Source: an optimization exercise on an open RTL-to-GDS flow (aim: small area and a short achievable clock period). Production flows keep margins and buffers that such runs may drop. Only simulation tests tie the RTL to the original design; equivalence was not proved.

==> inputs of wip/maple <==
==> flow/design.v (excerpt) <==
module STACK_BASED_ALU #(parameter n = 32) (input signed [n-1:0] input_data,input clk,input rst,input [2:0] opcode,output reg signed [n-1:0] output_data,output reg overflow,output reg [4:0] sp);
    localparam D = 31;                  
    reg [31:0] st [0:D-1];
    reg [15:0] b_one, b_two, b_neg;     
    wire op_add  = opcode == 3'b100;
    wire op_mul  = opcode == 3'b101;
    wire op_push = opcode == 3'b110;
    wire op_pop  = opcode == 3'b111;
    wire op_hold = ~(op_push | op_pop);
    wire sp_ge2 = |sp[4:1];
    wire sp_ne0 = |sp;
    wire [31:0] T = st[0];
    wire [31:0] U = st[1];
    integer i;
    always @(posedge clk) begin
        st[0] <= ({32{op_hold}} & st[0]) | ({32{op_push}} & input_data) | ({32{op_pop}} & st[1]);
        for (i = 1; i < D-1; i = i + 1)
            st[i] <= ({32{op_hold}} & st[i]) | ({32{op_push}} & st[i-1]) | ({32{op_pop}} & st[i+1]);
        st[D-1] <= ({32{~op_push}} & st[D-1]) | ({32{op_push}} & st[D-2]);
    end
    wire [31:0] U_next = ({32{op_hold}} & st[1]) | ({32{op_push}} & st[0]) | ({32{op_pop}} & st[2]);
    wire [32:0] ue = {U_next, 1'b0};
    reg  [15:0] n_one, n_two, n_neg;
    integer g;
    always @(*) begin
        for (g = 0; g < 16; g = g + 1) begin
            n_one[g] = ue[2*g+1] ^ ue[2*g];
            n_two[g] = (ue[2*g+2] & ~ue[2*g+1] & ~ue[2*g]) | (~ue[2*g+2] & ue[2*g+1] & ue[2*g]);
            n_neg[g] = ue[2*g+2];
        end
    end
    always @(posedge clk) begin
        b_one <= n_one;
        b_two <= n_two;
        b_neg <= n_neg;
    end
    wire [32:0] Tx = {T[31], T};
    wire [32:0] T2 = {T, 1'b0};
    wire pp0_0 = ((Tx[0] & b_one[0]) | (T2[0] & b_two[0])) ^ b_neg[0];
    wire pp0_1 = ((Tx[1] & b_one[0]) | (T2[1] & b_two[0])) ^ b_neg[0];
  ...
clock: 14.0 ns
lec_check: 0
cap_margin: 20
core_margin: 2
core_utilization: 30
slew_margin: 20
run.sh (not shown) runs the stock make flow with config.mk's settings and CLKGATE_MAP_FILE= SYNTH_SCRIPT=/design/flow/synth_recipe.tcl, a recipe that flattens the netlist after the stock synthesis.
==> wip/yarrow: changes against wip/maple <==
- CORE_UTILIZATION: 30 -> 40
==> Flow_metrics.wiki <==
{| class="wikitable"
! Metric !! Value
|-
| Final worst-path cycle share || about 48%
|-
| Setup ws final || about 7.2 ns
|-
| Detailed route wirelength on metal2 || approximately 80000 µm
|-
| Status || complete, no violations
|-
| Arrival time of the worst setup path || between 7 and 8 ns
|}
# the run above: wip/yarrow

==> Flow_metrics.wiki <==
{| class="wikitable"
! Metric !! Value
|-
| Status || complete, no violations
|-
| Final total negative setup slack || 0 ns
|-
| Detailed route wirelength on metal2 || around 85000 µm
|-
| Arrival time of the worst setup path || 7.79 ns
|-
| Design Area, Final || roughly 75000 µm²
|-
| Final worst-path cycle share || between 50% and 60%
|}
# the run above: wip/maple


---

==> job 403 <==
STACK_BASED_ALU, a different RTL version from the one above (not shown whole).
Settings: LEC_CHECK=0, CAP_MARGIN=20, CORE_MARGIN=2, CORE_UTILIZATION=40, SLEW_MARGIN=20; clock period 14.0 ns.
standard.sh (not shown) runs the stock make flow with config.mk's settings and CLKGATE_MAP_FILE= SYNTH_SCRIPT=/design/flow/synth_recipe.tcl, a recipe that flattens the netlist after the stock synthesis.
==> flow/flow/run.sh <==
#!/bin/bash
# Layout flow: the standard synthesis and layout (standard.sh), with
# - the port buffers made with sky130_fd_sc_hd__buf_4 cells (every input
#   and output port is still buffered), and
# - the ORFS timing repair asked, up to and including clock tree synthesis,
#   to keep a larger setup margin so that it works on the design's critical
#   paths; routing and the rest run with the default margin.
# The clock period and constraints are the design's, unchanged.
set -euo pipefail
cd "$(dirname "$0")/.."
PORTS="BUFFER_PORTS_ARGS=-buffer_cell sky130_fd_sc_hd__buf_4"
bash standard.sh synth > synth.log 2>&1
bash standard.sh SETUP_SLACK_MARGIN=9 "$PORTS" cts > layout_to_cts.log 2>&1
bash standard.sh "$PORTS" finish > layout_finish.log 2>&1
==> job 3182 (differences from job 403) <==
==> flow/flow/run.sh (replaced) <==
#!/bin/bash
# Layout flow: the standard synthesis and layout (standard.sh), with
# - the ORFS timing repair asked to keep a larger setup margin, so that it
#   works on the design's critical paths, and
# - the port buffers made with sky130_fd_sc_hd__buf_4 cells (every input
#   and output port is still buffered).
# The clock period and constraints are the design's, unchanged.
set -euo pipefail
cd "$(dirname "$0")/.."
bash standard.sh synth > synth.log 2>&1
bash standard.sh SETUP_SLACK_MARGIN=9 "BUFFER_PORTS_ARGS=-buffer_cell sky130_fd_sc_hd__buf_4" finish > layout.log 2>&1
- CORE_UTILIZATION: 40 -> 50
==> job 3723 (differences from job 403) <==
==> flow/flow/run.sh (replaced) <==
#!/bin/bash
# Layout flow: the standard synthesis and layout (standard.sh), with
# - the ORFS timing repair asked to keep a larger setup margin, so that it
#   works on the design's critical paths, and
# - the port buffers made with sky130_fd_sc_hd__buf_4 cells (every input
#   and output port is still buffered).
# The clock period and constraints are the design's, unchanged.
set -euo pipefail
cd "$(dirname "$0")/.."
bash standard.sh synth > synth.log 2>&1
bash standard.sh SETUP_SLACK_MARGIN=9 "BUFFER_PORTS_ARGS=-buffer_cell sky130_fd_sc_hd__buf_4" finish > layout.log 2>&1
- CORE_UTILIZATION: 40 -> 30
==> results.txt <==
- Job 403 ran to the end with no violations. Job 3182 ran to the end with no violations. Job 3723 finished with timing, DRC and antenna clean.
- In flip-flop and latch count, job 3182 and job 3723 do not differ.
- Hold slack, highest first: job 3182, job 3723, job 403.
- Of job 403 and job 3182, job 3182 has the higher worst setup slack (gap 300 ps).
- Between job 3182 and job 403, the lower first-iteration DRC count is in job 403 (gap 25%, measured against job 403).
- Register-to-register slack, lowest first: job 403, job 3182, job 3723.
- The lowest clock-buffer cell count belongs to job 403, the highest to job 3723.
- Against job 3723, the design area of job 403 is lower by about 4.5%.

---

==> 05-22: inputs <==
STACK_BASED_ALU again, from the RTL that the note above started with.
## STACK_BASED_ALU
module STACK_BASED_ALU #(parameter n = 32) (input signed [n-1:0] input_data,input clk,input rst,input [2:0] opcode,output reg signed [n-1:0] output_data,output reg overflow,output reg [4:0] sp);
    localparam D = 31;                  
    reg [31:0] st [0:D-1];
    reg [10:0] b_s1, b_s2, b_s3, b_s4, b_neg;    
    reg [33:0] t3;                      
    wire op_add  = opcode == 3'b100;
    wire op_mul  = opcode == 3'b101;
    wire op_push = opcode == 3'b110;
    wire op_pop  = opcode == 3'b111;
    wire op_hold = ~(op_push | op_pop);
    wire sp_ge2 = |sp[4:1];
    wire sp_ne0 = |sp;
    wire [31:0] T = st[0];
    wire [31:0] U = st[1];
    reg [D-1:0] mv_dn, mv_up;
    integer i;
    always @(*) begin
        for (i = 0; i < D; i = i + 1) begin
            mv_dn[i] = op_push & (i < 2 || sp >= i);
            mv_up[i] = op_pop  & (i < 2 || sp >= i + 2);
        end
    end
    wire [31:0] S2 = ~st[2];            
    always @(posedge clk) begin
        st[0] <= ({32{op_hold}} & st[0]) | ({32{op_push}} & input_data) | ({32{op_pop}} & st[1]);
        st[1] <= ({32{op_hold}} & st[1]) | ({32{op_push}} & st[0]) | ({32{op_pop}} & S2);
        for (i = 2; i < D-1; i = i + 1)
            st[i] <= ~(({32{~(mv_dn[i] | mv_up[i])}} & ~st[i]) | ({32{mv_dn[i]}} & st[i-1]) | ({32{mv_up[i]}} & st[i+1]));
  ...
==> flow/config.mk <==
export PLATFORM = sky130hd
export DESIGN_NAME = STACK_BASED_ALU
export DESIGN_NICKNAME = STACK_BASED_ALU
export VERILOG_FILES = /design/flow/design.v
export SDC_FILE = /design/flow/constraint.sdc
export NUM_CORES = 4
export LEC_CHECK = 0
export CAP_MARGIN = 20
export CORE_MARGIN = 2
export CORE_UTILIZATION = 40
export SLEW_MARGIN = 20
==> flow/constraint.sdc <==
create_clock -name core_clock -period 14.0 [get_ports {clk}]
set_input_delay 2.8000 -clock core_clock [delete_from_list [all_inputs] [get_ports {clk}]]
set_output_delay 2.8000 -clock core_clock [all_outputs]
set_load 0.01 [all_outputs]
==> flow/flow/run.sh <==
#!/bin/bash
# Layout flow: the standard synthesis and layout (standard.sh), with
# - the port buffers made with sky130_fd_sc_hd__buf_4 cells (every input
#   and output port is still buffered), and
# - the ORFS timing repair asked, up to and including clock tree synthesis,
#   to keep a larger setup margin so that it works on the design's critical
#   paths; routing and the rest run with the default margin.
# The clock period and constraints are the design's, unchanged.
set -euo pipefail
cd "$(dirname "$0")/.."
PORTS="BUFFER_PORTS_ARGS=-buffer_cell sky130_fd_sc_hd__buf_4"
bash standard.sh synth > synth.log 2>&1
bash standard.sh SETUP_SLACK_MARGIN=9.5 "$PORTS" cts > layout_to_cts.log 2>&1
bash standard.sh "$PORTS" finish > layout_finish.log 2>&1
==> 07-15 (differences from 05-22) <==
==> flow/flow/run.sh (replaced) <==
#!/bin/bash
# Layout flow: the standard synthesis and layout (standard.sh), with
# - the ORFS timing repair asked to keep a larger setup margin, so that it
#   works on the design's critical paths, and
# - the port buffers made with sky130_fd_sc_hd__buf_4 cells (every input
#   and output port is still buffered).
# The clock period and constraints are the design's, unchanged.
set -euo pipefail
cd "$(dirname "$0")/.."
bash standard.sh synth > synth.log 2>&1
bash standard.sh SETUP_SLACK_MARGIN=9 "BUFFER_PORTS_ARGS=-buffer_cell sky130_fd_sc_hd__buf_4" finish > layout.log 2>&1
==> results.txt <==
metric	05-22	07-15
Total setup buffers inserted after CTS	110	69
Non-clock buffer count	391	416
Run status	timing/DRC/antenna clean	timing/DRC/antenna clean
Non-filler instance count after layout	8458	8459
Worst slack, placed	7.048 ns	6.669 ns
Layout cell share with drive strength beyond 1	0.1636	0.1635
Startpoint of the lowest-slack register-to-register path	st[0][23]$_DFF_P_	st[0][20]$_DFF_P_
Final GP Congestion	0.9107	0.9340
Post-layout utilization of the core	0.4755	0.4743
Area grow syn2layout	17.91%	17.63%
Register-to-Register Path Depth	20	18
Fin nets	6841	6851
Worst Tran Pin Value	1.270 ns	1.175 ns
Total of fill cells in the finished design	13956	14004
Routed length on met2	101.2 mm	98.07 mm
Hold endpoint	st[29][31]$_DFF_P_	st[29][5]$_DFF_P_
Clock buffers	151	158
Final wirelength	243.3 mm	235.4 mm
Signal buf overhead	0.06427	0.06603
Met1 routed wirelength after detailed routing	98.11 mm	96.42 mm
Clock latency at the later pin of the worst-skew pair	0.72 ns	0.71 ns
Vias after detailed routing	55862	55724

separate check: timing with driven ports:
The flow's constraints put no driver on any port. The routed layouts listed below were extracted and timed again, unchanged, in two steps. Step 1 (the two cells are an assumption about what drives the block):
set clk [get_ports {clk}]
set_driving_cell -lib_cell sky130_fd_sc_hd__clkbuf_16 $clk
set_driving_cell -lib_cell sky130_fd_sc_hd__buf_2 [delete_from_list [all_inputs] $clk]
Step 2, shift: input delay + t, output delay - t, t = (earliest + latest rising clock arrival at the registers) / 2. This alone moves slack from input paths to output paths. a / b / c = ideal ports / drivers / drivers and shift; a / b = the first two.
| run | shift t [ns] | setup WS [ns] | slew at the worst register clock pin (ns) | worst slew at a driven data input, ns |
|---|---|---|---|---|
| wip/maple | 0.825 | 6.831 / 6.831 / 6.516 | 0.08 / 0.08 | 0.12 |
| wip/yarrow | 0.809 | 7.249 / 7.249 / 6.809 | 0.08 / 0.08 | 0.10 |
| job 403 | 0.770 | 8.204 / 8.204 / 7.827 | 0.07 / 0.07 | 0.35 |
| job 3182 | 0.762 | 8.500 / 8.500 / 7.786 | 0.08 / 0.08 | 0.20 |
| job 3723 | 0.827 | 8.523 / 8.523 / 7.830 | 0.10 / 0.10 | 0.27 |
| 05-22 | 0.778 | 8.488 / 8.488 / 7.799 | 0.07 / 0.07 | 0.42 |
| 07-15 | 0.770 | 8.431 / 8.431 / 7.843 | 0.07 / 0.07 | 0.35 |
After both steps every run listed still meets setup and hold. The setup slack of job 3182, which loses most, moves by 0.000 ns with the drivers and by -0.714 ns with both steps.
